What follows belongs to an exercise in optimizing a design on an open flow for small area, a short achievable clock period and few clock cycles per item; a production flow would make more cautious choices. RTL that was checked went through simulation tests only; none was proved equivalent to the original. Function not checked in run 2: the RTL went through the layout flow alone. Power figures rest on the tool's default switching activity, not on a simulated workload.

## flow/design.v (module list and top-level ports; edited modules follow where they fit)
// module multiplier: 1332 lines
// module mult_and000: 3 lines
// module mult_cb: 3 lines
// module mult_fa: 4 lines
// module mult_g0000: 3 lines
// module mult_ha: 4 lines
// module mult_one: 3 lines
// module mult_or2: 3 lines
// module mult_pp: 3 lines
// module mult_pps: 3 lines
// module mult_two: 3 lines
// module mult_two0: 3 lines
// module mult_xnor: 3 lines
// module mult_xor: 3 lines
// module mult_y: 3 lines
module multiplier(
	input logic clk,
	input logic rst,
	input logic start_flag,
	input logic[15:0] a,
	input logic[15:0] b,
	output logic[31:0] result,
	output logic status
	);
  // ...
==> flow/flow/run.sh <==
#!/bin/bash
set -euo pipefail
cd "$(dirname "$0")/.."
export BUFFER_PORTS_ARGS="-buffer_cell sky130_fd_sc_hd__buf_2"
bash standard.sh > make.log 2>&1
==> flow/standard.sh <==
#!/bin/bash
# synth_recipe.tcl (not shown) runs the flow's synth.tcl, then flattens the netlist and writes it again
# the make line also repeats each setting of config.mk as NAME=value (left out here)
make -C /OpenROAD-flow-scripts/flow DESIGN_CONFIG=/design/flow/config.mk WORK_HOME=/design/flow/orfs CLKGATE_MAP_FILE= SYNTH_SCRIPT=/design/flow/synth_recipe.tcl "${@:-finish}"
==> flow/config.mk <==
export PLATFORM = sky130hd
export DESIGN_NAME = multiplier
export DESIGN_NICKNAME = multiplier
export VERILOG_FILES = /design/flow/design.v
export SDC_FILE = /design/flow/constraint.sdc
export NUM_CORES = 4
export LEC_CHECK = 0
export CAP_MARGIN = 20
export CORE_MARGIN = 2
export CORE_UTILIZATION = 70
export GPL_TIMING_DRIVEN = 1
export SETUP_SLACK_MARGIN = 0.4
export SLEW_MARGIN = 20
export SYNTH_HIERARCHICAL = 1
==> flow/constraint.sdc <==
create_clock -name core_clock -period 4.0 [get_ports {clk}]
set_input_delay 0.8000 -clock core_clock [delete_from_list [all_inputs] [get_ports {clk}]]
set_output_delay 0.8000 -clock core_clock [all_outputs]
set_load 0.01 [all_outputs]
==> results.ini, run 1 <==
[synth]
syn_area_per_cell_um2=11.4
synth_cells=625
synth_top_family_by_area=adder cells
syn-cell-area_um2=7110
yosysWarnings=7

[timing]
layout_setup_ws_ps=513
whs_ps=208

[cells_and_area]
drive_gt1_frac=0.208
final_cells=846
clock_area_frac=0.0214
areaGrowthSynthToFinish_pct=11.6
multi_input_area_share=0.732

[outcome]
status=finished clean

[clocking]
cts_setup_buffers=0

[grt]
gr-usage-all-layers=0.322
gr-usage-met1=0.410
grt_use_met2=0.538

[power]
pg_clk_w=0.000489
ir_drop_v=0.000731

[placed_design]
io_buffers=67
placed_area_um2=7700

[drt]
top_layer=met4
dr.pass1.iters=5

[min_path]
hold_class=primary input to asynchronous set/reset pin

[critical_path]
cp-endpoint=q15_1$_DFF_P_
cp.depth=8

[floorplanning]
die_w_um=105

Testbench counts, summed over its fixed seeds: cycles 1,608, items 1,600.
==> run 2, diff against run 1 <==
--- a/flow/design.v
+++ b/flow/design.v
@@ -599,86 +599,130 @@
 	logic pg1038;
 	logic pa1040;
 	logic pg1042;
 	logic pa1044;
 	logic pg1046;
 	logic pa1048;
 	logic pg1050;
 	logic pg1052;
-	logic pa1054;
-	logic pg1056;
-	logic pa1058;
-	logic pg1060;
-	logic pa1062;
-	logic pg1064;
-	logic pa1066;
-	logic pg1068;
-	logic pa1070;
-	logic pg1072;
-	logic pa1074;
-	logic pg1076;
-	logic pa1078;
-	logic pg1080;
-	logic pa1082;
-	logic pg1084;
-	logic pa1086;
-	logic pg1088;
+	logic pg1054;
+	logic pa1056;
+	logic pg1058;
+	logic pa1060;
+	logic pg1062;
+	logic pa1064;
+	logic pg1066;
+	logic pa1068;
+	logic pg1070;
+	logic pa1072;
+	logic pg1074;
+	logic pa1076;
+	logic pg1078;
+	logic pa1080;
+	logic pg1082;
+	logic pa1084;
+	logic pg1086;
+	logic pa1088;
 	logic pg1090;
 	logic pa1092;
 	logic pg1094;
-	logic pg1096;
+	logic pa1096;
 	logic pg1098;
-	logic pg1100;
+	logic pa1100;
 	logic pg1102;
-	logic pg1104;
+	logic pa1104;
 	logic pg1106;
-	logic pg1108;
+	logic pa1108;
 	logic pg1110;
-	logic pg1112;
+	logic pa1112;
 	logic pg1114;
-	logic pg1116;
+	logic pa1116;
 	logic pg1118;
-	logic pg1120;
+	logic pa1120;
 	logic pg1122;
-	logic pg1124;
+	logic pa1124;
 	logic pg1126;
-	logic pg1128;
+	logic pa1128;
 	logic pg1130;
-	logic pg1132;
+	logic pa1132;
 	logic pg1134;
-	logic pg1136;
+	logic pa1136;
 	logic pg1138;
-	logic pg1140;
+	logic pa1140;
 	logic pg1142;
-	logic sum1144;
-	logic sum1146;
-	logic sum1148;
-	logic sum1150;
-	logic sum1152;
-	logic sum1154;
-	logic sum1156;
-	logic sum1158;
-	logic sum1160;
-	logic sum1162;
-	logic sum1164;
-	logic sum1166;
-	logic sum1168;
-	logic sum1170;
-	logic sum1172;
-	logic sum1174;
-	logic sum1176;
-	logic sum1178;
-	logic sum1180;
-	logic sum1182;
-	logic sum1184;
-	logic sum1186;
-	logic sum1188;
-	logic sum1190;
-	logic sum1192;
+	logic pa1144;
+	logic pg1146;
+	logic pa1148;
+	logic pg1150;
+	logic pg1152;
+	logic pg1154;
+	logic pg1156;
+	logic pg1158;
+	logic pg1160;
+	logic pg1162;
+	logic pg1164;
+	logic pg1166;
+	logic pa1168;
+	logic pg1170;
+	logic pa1172;
+	logic pg1174;
+	logic pa1176;
+	logic pg1178;
+	logic pa1180;
+	logic pg1182;
+	logic pa1184;
+	logic pg1186;
+	logic pa1188;
+	logic pg1190;
+	logic pa1192;
+	logic pg1194;
+	logic pa1196;
+	logic pg1198;
+	logic pg1200;
+	logic pg1202;
+	logic pg1204;
+	logic pg1206;
+	logic pg1208;
+	logic pg1210;
+	logic pg1212;
+	logic pg1214;
+	logic pg1216;
+	logic pg1218;
+	logic pg1220;
+	logic pg1222;
+	logic pg1224;
+	logic pg1226;
+	logic pg1228;
+	logic pg1230;
+	logic sum1232;
+	logic sum1234;
+	logic sum1236;
+	logic sum1238;
+	logic sum1240;
+	logic sum1242;
+	logic sum1244;
+	logic sum1246;
+	logic sum1248;
+	logic sum1250;
+	logic sum1252;
+	logic sum1254;
+	logic sum1256;
+	logic sum1258;
+	logic sum1260;
+	logic sum1262;
+	logic sum1264;
+	logic sum1266;
+	logic sum1268;
+	logic sum1270;
+	logic sum1272;
+	logic sum1274;
+	logic sum1276;
+	logic sum1278;
+	logic sum1280;
 	logic q0_0;
 	logic q1_0;
 	logic q2_0;
 	logic q3_0;
 	logic q4_0;
 	logic q5_0;
 	logic q6_c;
 	logic q6_0;
@@ -1188,87 +1232,131 @@
 	mult_and000 u1037 (.a(s980), .b(s977), .y(pa1036));
 	mult_g0000 u1039 (.gh(c981), .ph(s980), .gl(c978), .g(pg1038));
 	mult_and000 u1041 (.a(s986), .b(s983), .y(pa1040));
 	mult_g0000 u1043 (.gh(c987), .ph(s986), .gl(c984), .g(pg1042));
 	mult_and000 u1045 (.a(s992), .b(s989), .y(pa1044));
 	mult_g0000 u1047 (.gh(c993), .ph(s992), .gl(c990), .g(pg1046));
 	mult_and000 u1049 (.a(s998), .b(s995), .y(pa1048));
 	mult_g0000 u1051 (.gh(c999), .ph(s998), .gl(c996), .g(pg1050));
-	mult_g0000 u1053 (.gh(pg1006), .ph(pa1004), .gl(q6_c), .g(pg1052));
-	mult_and000 u1055 (.a(pa1012), .b(pa1008), .y(pa1054));
-	mult_g0000 u1057 (.gh(pg1014), .ph(pa1012), .gl(pg1010), .g(pg1056));
-	mult_and000 u1059 (.a(pa1020), .b(pa1016), .y(pa1058));
-	mult_g0000 u1061 (.gh(pg1022), .ph(pa1020), .gl(pg1018), .g(pg1060));
-	mult_and000 u1063 (.a(pa1028), .b(pa1024), .y(pa1062));
-	mult_g0000 u1065 (.gh(pg1030), .ph(pa1028), .gl(pg1026), .g(pg1064));
-	mult_and000 u1067 (.a(pa1036), .b(pa1032), .y(pa1066));
-	mult_g0000 u1069 (.gh(pg1038), .ph(pa1036), .gl(pg1034), .g(pg1068));
-	mult_and000 u1071 (.a(pa1044), .b(pa1040), .y(pa1070));
-	mult_g0000 u1073 (.gh(pg1046), .ph(pa1044), .gl(pg1042), .g(pg1072));
-	mult_and000 u1075 (.a(s1001), .b(pa1048), .y(pa1074));
-	mult_g0000 u1077 (.gh(c1002), .ph(s1001), .gl(pg1050), .g(pg1076));
-	mult_and000 u1079 (.a(pa1058), .b(pa1054), .y(pa1078));
-	mult_g0000 u1081 (.gh(pg1060), .ph(pa1058), .gl(pg1056), .g(pg1080));
-	mult_and000 u1083 (.a(pa1066), .b(pa1062), .y(pa1082));
-	mult_g0000 u1085 (.gh(pg1068), .ph(pa1066), .gl(pg1064), .g(pg1084));
-	mult_and000 u1087 (.a(pa1074), .b(pa1070), .y(pa1086));
-	mult_g0000 u1089 (.gh(pg1076), .ph(pa1074), .gl(pg1072), .g(pg1088));
-	mult_g0000 u1091 (.gh(pg1080), .ph(pa1078), .gl(pg1052), .g(pg1090));
-	mult_and000 u1093 (.a(pa1086), .b(pa1082), .y(pa1092));
-	mult_g0000 u1095 (.gh(pg1088), .ph(pa1086), .gl(pg1084), .g(pg1094));
-	mult_g0000 u1097 (.gh(pg1094), .ph(pa1092), .gl(pg1090), .g(pg1096));
-	mult_g0000 u1099 (.gh(pg1084), .ph(pa1082), .gl(pg1090), .g(pg1098));
-	mult_g0000 u1101 (.gh(pg1056), .ph(pa1054), .gl(pg1052), .g(pg1100));
-	mult_g0000 u1103 (.gh(pg1064), .ph(pa1062), .gl(pg1090), .g(pg1102));
-	mult_g0000 u1105 (.gh(pg1072), .ph(pa1070), .gl(pg1098), .g(pg1104));
-	mult_g0000 u1107 (.gh(pg1010), .ph(pa1008), .gl(pg1052), .g(pg1106));
-	mult_g0000 u1109 (.gh(pg1018), .ph(pa1016), .gl(pg1100), .g(pg1108));
-	mult_g0000 u1111 (.gh(pg1026), .ph(pa1024), .gl(pg1090), .g(pg1110));
-	mult_g0000 u1113 (.gh(pg1034), .ph(pa1032), .gl(pg1102), .g(pg1112));
-	mult_g0000 u1115 (.gh(pg1042), .ph(pa1040), .gl(pg1098), .g(pg1114));
-	mult_g0000 u1117 (.gh(pg1050), .ph(pa1048), .gl(pg1104), .g(pg1116));
-	mult_g0000 u1119 (.gh(c930), .ph(s929), .gl(q6_c), .g(pg1118));
-	mult_g0000 u1121 (.gh(c936), .ph(s935), .gl(pg1052), .g(pg1120));
-	mult_g0000 u1123 (.gh(c942), .ph(s941), .gl(pg1106), .g(pg1122));
-	mult_g0000 u1125 (.gh(c948), .ph(s947), .gl(pg1100), .g(pg1124));
-	mult_g0000 u1127 (.gh(c954), .ph(s953), .gl(pg1108), .g(pg1126));
-	mult_g0000 u1129 (.gh(c960), .ph(s959), .gl(pg1090), .g(pg1128));
-	mult_g0000 u1131 (.gh(c966), .ph(s965), .gl(pg1110), .g(pg1130));
-	mult_g0000 u1133 (.gh(c972), .ph(s971), .gl(pg1102), .g(pg1132));
-	mult_g0000 u1135 (.gh(c978), .ph(s977), .gl(pg1112), .g(pg1134));
-	mult_g0000 u1137 (.gh(c984), .ph(s983), .gl(pg1098), .g(pg1136));
-	mult_g0000 u1139 (.gh(c990), .ph(s989), .gl(pg1114), .g(pg1138));
-	mult_g0000 u1141 (.gh(c996), .ph(s995), .gl(pg1104), .g(pg1140));
-	mult_g0000 u1143 (.gh(c1002), .ph(s1001), .gl(pg1116), .g(pg1142));
-	mult_xor u1145 (.a(s929), .b(q6_c), .y(sum1144));
-	mult_xor u1147 (.a(s932), .b(pg1118), .y(sum1146));
-	mult_xor u1149 (.a(s935), .b(pg1052), .y(sum1148));
-	mult_xor u1151 (.a(s938), .b(pg1120), .y(sum1150));
-	mult_xor u1153 (.a(s941), .b(pg1106), .y(sum1152));
-	mult_xor u1155 (.a(s944), .b(pg1122), .y(sum1154));
-	mult_xor u1157 (.a(s947), .b(pg1100), .y(sum1156));
-	mult_xor u1159 (.a(s950), .b(pg1124), .y(sum1158));
-	mult_xor u1161 (.a(s953), .b(pg1108), .y(sum1160));
-	mult_xor u1163 (.a(s956), .b(pg1126), .y(sum1162));
-	mult_xor u1165 (.a(s959), .b(pg1090), .y(sum1164));
-	mult_xor u1167 (.a(s962), .b(pg1128), .y(sum1166));
-	mult_xor u1169 (.a(s965), .b(pg1110), .y(sum1168));
-	mult_xor u1171 (.a(s968), .b(pg1130), .y(sum1170));
-	mult_xor u1173 (.a(s971), .b(pg1102), .y(sum1172));
-	mult_xor u1175 (.a(s974), .b(pg1132), .y(sum1174));
-	mult_xor u1177 (.a(s977), .b(pg1112), .y(sum1176));
-	mult_xor u1179 (.a(s980), .b(pg1134), .y(sum1178));
-	mult_xor u1181 (.a(s983), .b(pg1098), .y(sum1180));
-	mult_xor u1183 (.a(s986), .b(pg1136), .y(sum1182));
-	mult_xor u1185 (.a(s989), .b(pg1114), .y(sum1184));
-	mult_xor u1187 (.a(s992), .b(pg1138), .y(sum1186));
-	mult_xor u1189 (.a(s995), .b(pg1104), .y(sum1188));
-	mult_xor u1191 (.a(s998), .b(pg1140), .y(sum1190));
-	mult_xor u1193 (.a(s1001), .b(pg1116), .y(sum1192));
+	mult_g0000 u1053 (.gh(c930), .ph(s929), .gl(q6_c), .g(pg1052));
+	mult_g0000 u1055 (.gh(pg1006), .ph(pa1004), .gl(q6_c), .g(pg1054));
+	mult_and000 u1057 (.a(s941), .b(pa1008), .y(pa1056));
+	mult_g0000 u1059 (.gh(c942), .ph(s941), .gl(pg1010), .g(pg1058));
+	mult_and000 u1061 (.a(pa1012), .b(pa1008), .y(pa1060));
+	mult_g0000 u1063 (.gh(pg1014), .ph(pa1012), .gl(pg1010), .g(pg1062));
+	mult_and000 u1065 (.a(s953), .b(pa1016), .y(pa1064));
+	mult_g0000 u1067 (.gh(c954), .ph(s953), .gl(pg1018), .g(pg1066));
+	mult_and000 u1069 (.a(pa1020), .b(pa1016), .y(pa1068));
+	mult_g0000 u1071 (.gh(pg1022), .ph(pa1020), .gl(pg1018), .g(pg1070));
+	mult_and000 u1073 (.a(s965), .b(pa1024), .y(pa1072));
+	mult_g0000 u1075 (.gh(c966), .ph(s965), .gl(pg1026), .g(pg1074));
+	mult_and000 u1077 (.a(pa1028), .b(pa1024), .y(pa1076));
+	mult_g0000 u1079 (.gh(pg1030), .ph(pa1028), .gl(pg1026), .g(pg1078));
+	mult_and000 u1081 (.a(s977), .b(pa1032), .y(pa1080));
+	mult_g0000 u1083 (.gh(c978), .ph(s977), .gl(pg1034), .g(pg1082));
+	mult_and000 u1085 (.a(pa1036), .b(pa1032), .y(pa1084));
+	mult_g0000 u1087 (.gh(pg1038), .ph(pa1036), .gl(pg1034), .g(pg1086));
+	mult_and000 u1089 (.a(s989), .b(pa1040), .y(pa1088));
+	mult_g0000 u1091 (.gh(c990), .ph(s989), .gl(pg1042), .g(pg1090));
+	mult_and000 u1093 (.a(pa1044), .b(pa1040), .y(pa1092));
+	mult_g0000 u1095 (.gh(pg1046), .ph(pa1044), .gl(pg1042), .g(pg1094));
+	mult_and000 u1097 (.a(s1001), .b(pa1048), .y(pa1096));
+	mult_g0000 u1099 (.gh(c1002), .ph(s1001), .gl(pg1050), .g(pg1098));
+	mult_and000 u1101 (.a(s1001), .b(pa1048), .y(pa1100));
+	mult_g0000 u1103 (.gh(c1002), .ph(s1001), .gl(pg1050), .g(pg1102));
+	mult_and000 u1105 (.a(s947), .b(pa1060), .y(pa1104));
+	mult_g0000 u1107 (.gh(c948), .ph(s947), .gl(pg1062), .g(pg1106));
+	mult_and000 u1109 (.a(pa1016), .b(pa1060), .y(pa1108));
+	mult_g0000 u1111 (.gh(pg1018), .ph(pa1016), .gl(pg1062), .g(pg1110));
+	mult_and000 u1113 (.a(pa1064), .b(pa1060), .y(pa1112));
+	mult_g0000 u1115 (.gh(pg1066), .ph(pa1064), .gl(pg1062), .g(pg1114));
+	mult_and000 u1117 (.a(pa1068), .b(pa1060), .y(pa1116));
+	mult_g0000 u1119 (.gh(pg1070), .ph(pa1068), .gl(pg1062), .g(pg1118));
+	mult_and000 u1121 (.a(s971), .b(pa1076), .y(pa1120));
+	mult_g0000 u1123 (.gh(c972), .ph(s971), .gl(pg1078), .g(pg1122));
+	mult_and000 u1125 (.a(pa1032), .b(pa1076), .y(pa1124));
+	mult_g0000 u1127 (.gh(pg1034), .ph(pa1032), .gl(pg1078), .g(pg1126));
+	mult_and000 u1129 (.a(pa1080), .b(pa1076), .y(pa1128));
+	mult_g0000 u1131 (.gh(pg1082), .ph(pa1080), .gl(pg1078), .g(pg1130));
+	mult_and000 u1133 (.a(pa1084), .b(pa1076), .y(pa1132));
+	mult_g0000 u1135 (.gh(pg1086), .ph(pa1084), .gl(pg1078), .g(pg1134));
+	mult_and000 u1137 (.a(s995), .b(pa1092), .y(pa1136));
+	mult_g0000 u1139 (.gh(c996), .ph(s995), .gl(pg1094), .g(pg1138));
+	mult_and000 u1141 (.a(pa1048), .b(pa1092), .y(pa1140));
+	mult_g0000 u1143 (.gh(pg1050), .ph(pa1048), .gl(pg1094), .g(pg1142));
+	mult_and000 u1145 (.a(pa1096), .b(pa1092), .y(pa1144));
+	mult_g0000 u1147 (.gh(pg1098), .ph(pa1096), .gl(pg1094), .g(pg1146));
+	mult_and000 u1149 (.a(pa1100), .b(pa1092), .y(pa1148));
+	mult_g0000 u1151 (.gh(pg1102), .ph(pa1100), .gl(pg1094), .g(pg1150));
+	mult_g0000 u1153 (.gh(c936), .ph(s935), .gl(pg1054), .g(pg1152));
+	mult_g0000 u1155 (.gh(pg1010), .ph(pa1008), .gl(pg1054), .g(pg1154));
+	mult_g0000 u1157 (.gh(pg1058), .ph(pa1056), .gl(pg1054), .g(pg1156));
+	mult_g0000 u1159 (.gh(pg1062), .ph(pa1060), .gl(pg1054), .g(pg1158));
+	mult_g0000 u1161 (.gh(pg1106), .ph(pa1104), .gl(pg1054), .g(pg1160));
+	mult_g0000 u1163 (.gh(pg1110), .ph(pa1108), .gl(pg1054), .g(pg1162));
+	mult_g0000 u1165 (.gh(pg1114), .ph(pa1112), .gl(pg1054), .g(pg1164));
+	mult_g0000 u1167 (.gh(pg1118), .ph(pa1116), .gl(pg1054), .g(pg1166));
+	mult_and000 u1169 (.a(s983), .b(pa1132), .y(pa1168));
+	mult_g0000 u1171 (.gh(c984), .ph(s983), .gl(pg1134), .g(pg1170));
+	mult_and000 u1173 (.a(pa1040), .b(pa1132), .y(pa1172));
+	mult_g0000 u1175 (.gh(pg1042), .ph(pa1040), .gl(pg1134), .g(pg1174));
+	mult_and000 u1177 (.a(pa1088), .b(pa1132), .y(pa1176));
+	mult_g0000 u1179 (.gh(pg1090), .ph(pa1088), .gl(pg1134), .g(pg1178));
+	mult_and000 u1181 (.a(pa1092), .b(pa1132), .y(pa1180));
+	mult_g0000 u1183 (.gh(pg1094), .ph(pa1092), .gl(pg1134), .g(pg1182));
+	mult_and000 u1185 (.a(pa1136), .b(pa1132), .y(pa1184));
+	mult_g0000 u1187 (.gh(pg1138), .ph(pa1136), .gl(pg1134), .g(pg1186));
+	mult_and000 u1189 (.a(pa1140), .b(pa1132), .y(pa1188));
+	mult_g0000 u1191 (.gh(pg1142), .ph(pa1140), .gl(pg1134), .g(pg1190));
+	mult_and000 u1193 (.a(pa1144), .b(pa1132), .y(pa1192));
+	mult_g0000 u1195 (.gh(pg1146), .ph(pa1144), .gl(pg1134), .g(pg1194));
+	mult_and000 u1197 (.a(pa1148), .b(pa1132), .y(pa1196));
+	mult_g0000 u1199 (.gh(pg1150), .ph(pa1148), .gl(pg1134), .g(pg1198));
+	mult_g0000 u1201 (.gh(c960), .ph(s959), .gl(pg1166), .g(pg1200));
+	mult_g0000 u1203 (.gh(pg1026), .ph(pa1024), .gl(pg1166), .g(pg1202));
+	mult_g0000 u1205 (.gh(pg1074), .ph(pa1072), .gl(pg1166), .g(pg1204));
+	mult_g0000 u1207 (.gh(pg1078), .ph(pa1076), .gl(pg1166), .g(pg1206));
+	mult_g0000 u1209 (.gh(pg1122), .ph(pa1120), .gl(pg1166), .g(pg1208));
+	mult_g0000 u1211 (.gh(pg1126), .ph(pa1124), .gl(pg1166), .g(pg1210));
+	mult_g0000 u1213 (.gh(pg1130), .ph(pa1128), .gl(pg1166), .g(pg1212));
+	mult_g0000 u1215 (.gh(pg1134), .ph(pa1132), .gl(pg1166), .g(pg1214));
+	mult_g0000 u1217 (.gh(pg1170), .ph(pa1168), .gl(pg1166), .g(pg1216));
+	mult_g0000 u1219 (.gh(pg1174), .ph(pa1172), .gl(pg1166), .g(pg1218));
+	mult_g0000 u1221 (.gh(pg1178), .ph(pa1176), .gl(pg1166), .g(pg1220));
+	mult_g0000 u1223 (.gh(pg1182), .ph(pa1180), .gl(pg1166), .g(pg1222));
+	mult_g0000 u1225 (.gh(pg1186), .ph(pa1184), .gl(pg1166), .g(pg1224));
+	mult_g0000 u1227 (.gh(pg1190), .ph(pa1188), .gl(pg1166), .g(pg1226));
+	mult_g0000 u1229 (.gh(pg1194), .ph(pa1192), .gl(pg1166), .g(pg1228));
+	mult_g0000 u1231 (.gh(pg1198), .ph(pa1196), .gl(pg1166), .g(pg1230));
+	mult_xor u1233 (.a(s929), .b(q6_c), .y(sum1232));
+	mult_xor u1235 (.a(s932), .b(pg1052), .y(sum1234));
+	mult_xor u1237 (.a(s935), .b(pg1054), .y(sum1236));
+	mult_xor u1239 (.a(s938), .b(pg1152), .y(sum1238));
+	mult_xor u1241 (.a(s941), .b(pg1154), .y(sum1240));
+	mult_xor u1243 (.a(s944), .b(pg1156), .y(sum1242));
+	mult_xor u1245 (.a(s947), .b(pg1158), .y(sum1244));
+	mult_xor u1247 (.a(s950), .b(pg1160), .y(sum1246));
+	mult_xor u1249 (.a(s953), .b(pg1162), .y(sum1248));
+	mult_xor u1251 (.a(s956), .b(pg1164), .y(sum1250));
+	mult_xor u1253 (.a(s959), .b(pg1166), .y(sum1252));
+	mult_xor u1255 (.a(s962), .b(pg1200), .y(sum1254));
+	mult_xor u1257 (.a(s965), .b(pg1202), .y(sum1256));
+	mult_xor u1259 (.a(s968), .b(pg1204), .y(sum1258));
+	mult_xor u1261 (.a(s971), .b(pg1206), .y(sum1260));
+	mult_xor u1263 (.a(s974), .b(pg1208), .y(sum1262));
+	mult_xor u1265 (.a(s977), .b(pg1210), .y(sum1264));
+	mult_xor u1267 (.a(s980), .b(pg1212), .y(sum1266));
+	mult_xor u1269 (.a(s983), .b(pg1214), .y(sum1268));
+	mult_xor u1271 (.a(s986), .b(pg1216), .y(sum1270));
+	mult_xor u1273 (.a(s989), .b(pg1218), .y(sum1272));
+	mult_xor u1275 (.a(s992), .b(pg1220), .y(sum1274));
+	mult_xor u1277 (.a(s995), .b(pg1222), .y(sum1276));
+	mult_xor u1279 (.a(s998), .b(pg1224), .y(sum1278));
+	mult_xor u1281 (.a(s1001), .b(pg1226), .y(sum1280));
 	always_ff @(posedge clk) begin
 		q0_0 <= s911;
 		q1_0 <= s914;
 		q2_0 <= s917;
 		q3_0 <= s920;
 		q4_0 <= s923;
 		q5_0 <= s926;
 		q6_c <= c927;
@@ -1322,17 +1410,17 @@
 		q29_1 <= s909;
 		q30_0 <= c910;
 		q30_1 <= pp573;
 	end
 	always_ff @(posedge clk or negedge rst) begin
 		if(~rst) done <= 1'b0;
 		else done <= start_flag;
 	end
-	assign result = {~pg1142, sum1192, sum1190, sum1188, sum1186, sum1184, sum1182, sum1180, sum1178, sum1176, sum1174, sum1172, sum1170, sum1168, sum1166, sum1164, sum1162, sum1160, sum1158, sum1156, sum1154, sum1152, sum1150, sum1148, sum1146, sum1144, q5_0, q4_0, q3_0, q2_0, q1_0, q0_0};
+	assign result = {~pg1228, sum1280, sum1278, sum1276, sum1274, sum1272, sum1270, sum1268, sum1266, sum1264, sum1262, sum1260, sum1258, sum1256, sum1254, sum1252, sum1250, sum1248, sum1246, sum1244, sum1242, sum1240, sum1238, sum1236, sum1234, sum1232, q5_0, q4_0, q3_0, q2_0, q1_0, q0_0};
 	assign status = done;
 endmodule
 module mult_and000(input logic a, input logic b, output logic y);
 	assign y = (a & b);
 endmodule
 module mult_cb(input logic b1, input logic b0, input logic bm, output logic cb);
 	assign cb = b1 & ~(b0 & bm);
 endmodule
==> flow/config.mk (replaced) <==
export PLATFORM = sky130hd
export DESIGN_NAME = multiplier
export DESIGN_NICKNAME = multiplier
export VERILOG_FILES = /design/flow/design.v
export SDC_FILE = /design/flow/constraint.sdc
export NUM_CORES = 4
export LEC_CHECK = 0
export CAP_MARGIN = 20
export CORE_MARGIN = 2
export CORE_UTILIZATION = 70
export GPL_TIMING_DRIVEN = 1
export SETUP_SLACK_MARGIN = 0.3
export SLEW_MARGIN = 20
export SYNTH_HIERARCHICAL = 1
==> run 2 against run 1 <==
Critical path depth unchanged. Worst setup slack got worse by 23 ps. Combinational power rose by 6.3%. Utilization down 1.0 points. Sequential power shrank 2.3%. Synthesized cell count is 7.0% higher. Largest cell class unchanged.
==> results.ini, run 2 <==
[outcome]
status=finished clean  ; unchanged

[critical_path]
crit_buf_inv=2  ; unchanged
slowest_delay_ps=580  ; was 590 ps
crit_arrival_ps=3740  ; was 3710 ps
critPathKind=primary input to register  ; unchanged
cp_top_family=adder cells  ; unchanged
crit_path_start_kind=primary input  ; unchanged
crit_required_ps=4230  ; about the same
endpoint_kind=register  ; unchanged
worstPathMaxFanout=15  ; was 17
cp_common_cell=fa_1  ; unchanged
cpMaxStageDelayCell=fa_1  ; unchanged
path_cells=buf_2 -> buf_4 -> xor2_1 -> a22o_1 -> fa_1 -> fa_1 -> fa_1 -> fa_1  ; unchanged

[clocking]
cts_hold_buf=0  ; unchanged
cts_made_buffers=9  ; unchanged
cts_tree=built  ; unchanged
cts-resized-gates=0  ; unchanged
htree_num_levels=3  ; unchanged
cts-root-buf=clkbuf_8  ; unchanged
clock-sinks=58  ; unchanged
clk_pin_slew_worst_paths_ps=70  ; was 60 ps
cts_setup_buffers=0  ; unchanged
cts_buffer_depth=2  ; unchanged

[floorplanning]
die-area_um2=11400  ; was 11000 um^2
fp.coreArea_um2=10300  ; was 9820 um^2
ioPinCount=68  ; unchanged
die_w_um=107  ; was 105 um
std_cell_rows=37  ; was 36
die_h_um=107  ; was 105 um
initial_core_util=0.718  ; was 0.724

[cells_and_area]
multi_input_area_um2=6040  ; was 5810 um^2
drive_gt1_frac=0.188  ; was 0.208
register_area_um2=1170  ; unchanged
areaGrowthSynthToFinish_pct=11.2  ; was 11.6%
layout_common_cells=xor2_1, a22o_1, fa_1, buf_2, a21o_1  ; was xor2_1, a22o_1, fa_1, buf_2, dfxtp_1
fill_cells=692  ; was 654
n_antenna_cell=0  ; unchanged
final_common_cell=xor2_1  ; unchanged
nets=927  ; was 878

[synth]
synth_cells=669  ; was 625
syn-num-nets=839  ; was 795
synth_cell_type_count=18  ; unchanged
yosys.area.top_type_share=0.246  ; was 0.256
ys_ff_latch=58  ; unchanged
synth_area_leaders=fa_1, xor2_1, dfxtp_1, a22o_1, ha_1  ; unchanged
synth_common_cells=xor2_1, a22o_1, fa_1  ; unchanged
yosysWarnings=7  ; unchanged
synth-edff-count=0  ; unchanged
syn_area_per_cell_um2=11.1  ; was 11.4 um^2
seq_area_frac_synth=0.157  ; was 0.164
syn-cell-area_um2=7410  ; was 7110 um^2
yosysTopAreaCell=fa_1  ; unchanged
synth_ff_type=dfxtp_1  ; unchanged
synth_most_common_cell=xor2_1  ; unchanged
synthArstFlopShare=0.0172  ; unchanged

[timing]
setup_viol=0  ; unchanged
hold_viol_final=0  ; unchanged
fin_crit_sh=0.878  ; was 0.872
slew_viol_final=0  ; unchanged
max_slew_margin=0.536  ; was 0.649
rsz0062_at_grt=false  ; unchanged
fmax_mhz=285  ; was 287 MHz
fin_crit_ps=3510  ; was 3490 ps
tightest_slew_ps=696  ; was 525 ps
fin_tns_setup_ps=0  ; unchanged

[grt]
grt_pass1_vias=5958  ; was 5592
antenna_found_initial=0  ; unchanged
gr-total-overflow=0  ; unchanged
grt_pass1_wl_um=30300  ; was 27400 um
gr-usage-all-layers=0.349  ; was 0.322
grt_max_degree=18  ; unchanged

[drt]
vias_per_cell=6.35  ; was 6.26
drt-total-wl_um=18700  ; was 17300 um
antenna_left=0  ; unchanged
drc_errors=0  ; unchanged
wire_per_inst_um=20.9  ; was 20.4 um
drt_iter0_markers=487  ; was 366
vias=5693  ; was 5298
dr.pass1.iters=5  ; unchanged

[power]
power.leakage_nw=4.17  ; was 3.88 nW
ir_drop_v=0.000632  ; was 0.000731 V
finalPower_w=0.00561  ; was 0.00531 W
power_density_nw_per_um2=681  ; was 668 nW/um^2

[job]
max_cap_violations=0  ; unchanged

[min_path]
hold_class=primary input to asynchronous set/reset pin  ; unchanged

[placed_design]
io_buffers=67  ; unchanged
dpl.hpwl_um=15100  ; was 13900 um
gp_congestion=0.933  ; was 0.946

==> run 2: changes by cell type in the layout (fill, tap and decap cells not counted), moves of 2 or more <==
cell	previous run	this run
a21o_1	41	66
a21o_4	2	0
and2_1	19	41
buf_4	36	41
clkbuf_8	10	12
clkinv_2	5	1
ha_1	40	44
ha_4	4	0
==> run 2: stage by stage <==
step                      cell area, um^2  cells  setup WS, ps  hold slack, ps   util
after floorplan                      7460    669           311             504      -
after global placement               8040    882           171             574  0.779
after detailed placement             8040    882           135             575  0.779
after CTS                            8240    897           501             189  0.799
after global routing                 8240    897           338             191  0.799
final                                8240    897           490             201  0.799
==> run 2: per-module statistics from Yosys, one instance, submodules excluded, excerpt <==
module,times used,flip-flops and latches,area (um^2),cells
multiplier,1,58,1420,94
mult_two0,1,0,13.8,1
mult_or2,4,0,6.26,1
mult_xnor,4,0,8.76,1
mult_pps,8,0,5.00,1
mult_pp,128,0,8.76,1
mult_two,7,0,22.5,3
mult_ha,44,0,12.5,1
mult_one,7,0,8.76,1
==> run 2: metal layers <==
metal	track usage	part of all wire
met1	0.467	0.44
met2	0.570	0.47
met3	0.0675	0.069
met4	0.123	0.025
met5	0	0
==> run 2: worst max-delay path by stage <==
stage / startpoint / cells past startpoint / slack, ps / to
3_5_place_dp: b[1] / 8 / 130 / q15_1$_DFF_P_
2_1_floorplan: b[11] / 6 / 310 / q17_1$_DFF_P_
4_1_cts: b[1] / 8 / 500 / q15_1$_DFF_P_
3_3_place_gp: b[1] / 8 / 170 / q15_1$_DFF_P_
5_1_grt: b[1] / 8 / 340 / q15_1$_DFF_P_
6_report: b[1] / 8 / 490 / q15_1$_DFF_P_
==> run 2: cells by family (layout without fill, tap and decap cells) <==
kind of cell    Yosys count  in the layout  share of synthesized area
flops                    58             58                      0.157
compound gates          216            216                      0.246
buf+inv                  36            128                     0.0339
simple gates             60             60                     0.0493
fa+ha+maj               135            135                      0.320
xor+xnor                164            164                      0.194
==> run 2: cell type report <==
class                           instances  share of cell area
Inverter                                5             0.00228
Timing Repair Buffer                  108              0.0780
Multi-Input combinational cell        575               0.733
Clock buffer                           13              0.0205
Clock inverter                          2             0.00425
Sequential cell                        58               0.141
Tap cell                              136              0.0206
==> run 2: where the power goes <==
group / internal (W) / switching, W / leakage [nW]
Clock: 0.000335 / 0.000243 / 0.106
Sequential: 0.000876 / 0.0000819 / 0.492
Combinational: 0.00187 / 0.00220 / 3.57

[re-timing with driven ports]
The flow's constraints put no driver on any port. The routed layouts listed below were extracted and timed again, unchanged, in two steps.
Step 1 sets driving cells, clkbuf_16 on the clock port and buf_2 on the other inputs (assumed; they add their load-dependent delay and slew).
Step 2 also shifts input and output timing later by t, the mid clock arrival at the registers, as if the neighbouring blocks saw the same clock.
Three values: no drivers, after step 1, after step 2; two values: the first two.
run | t (ns) | setup WS [ns] | worst register clock-pin slew, ns
run 1 | 0.394 | 0.513 / 0.477 / 0.137 | 0.08 / 0.08
run 2 | 0.387 | 0.490 / 0.495 / 0.109 | 0.07 / 0.07
After both steps every run listed still meets setup and hold. The setup slack of run 2, which loses most, moves by +0.005 ns with the drivers and by -0.381 ns with both steps.
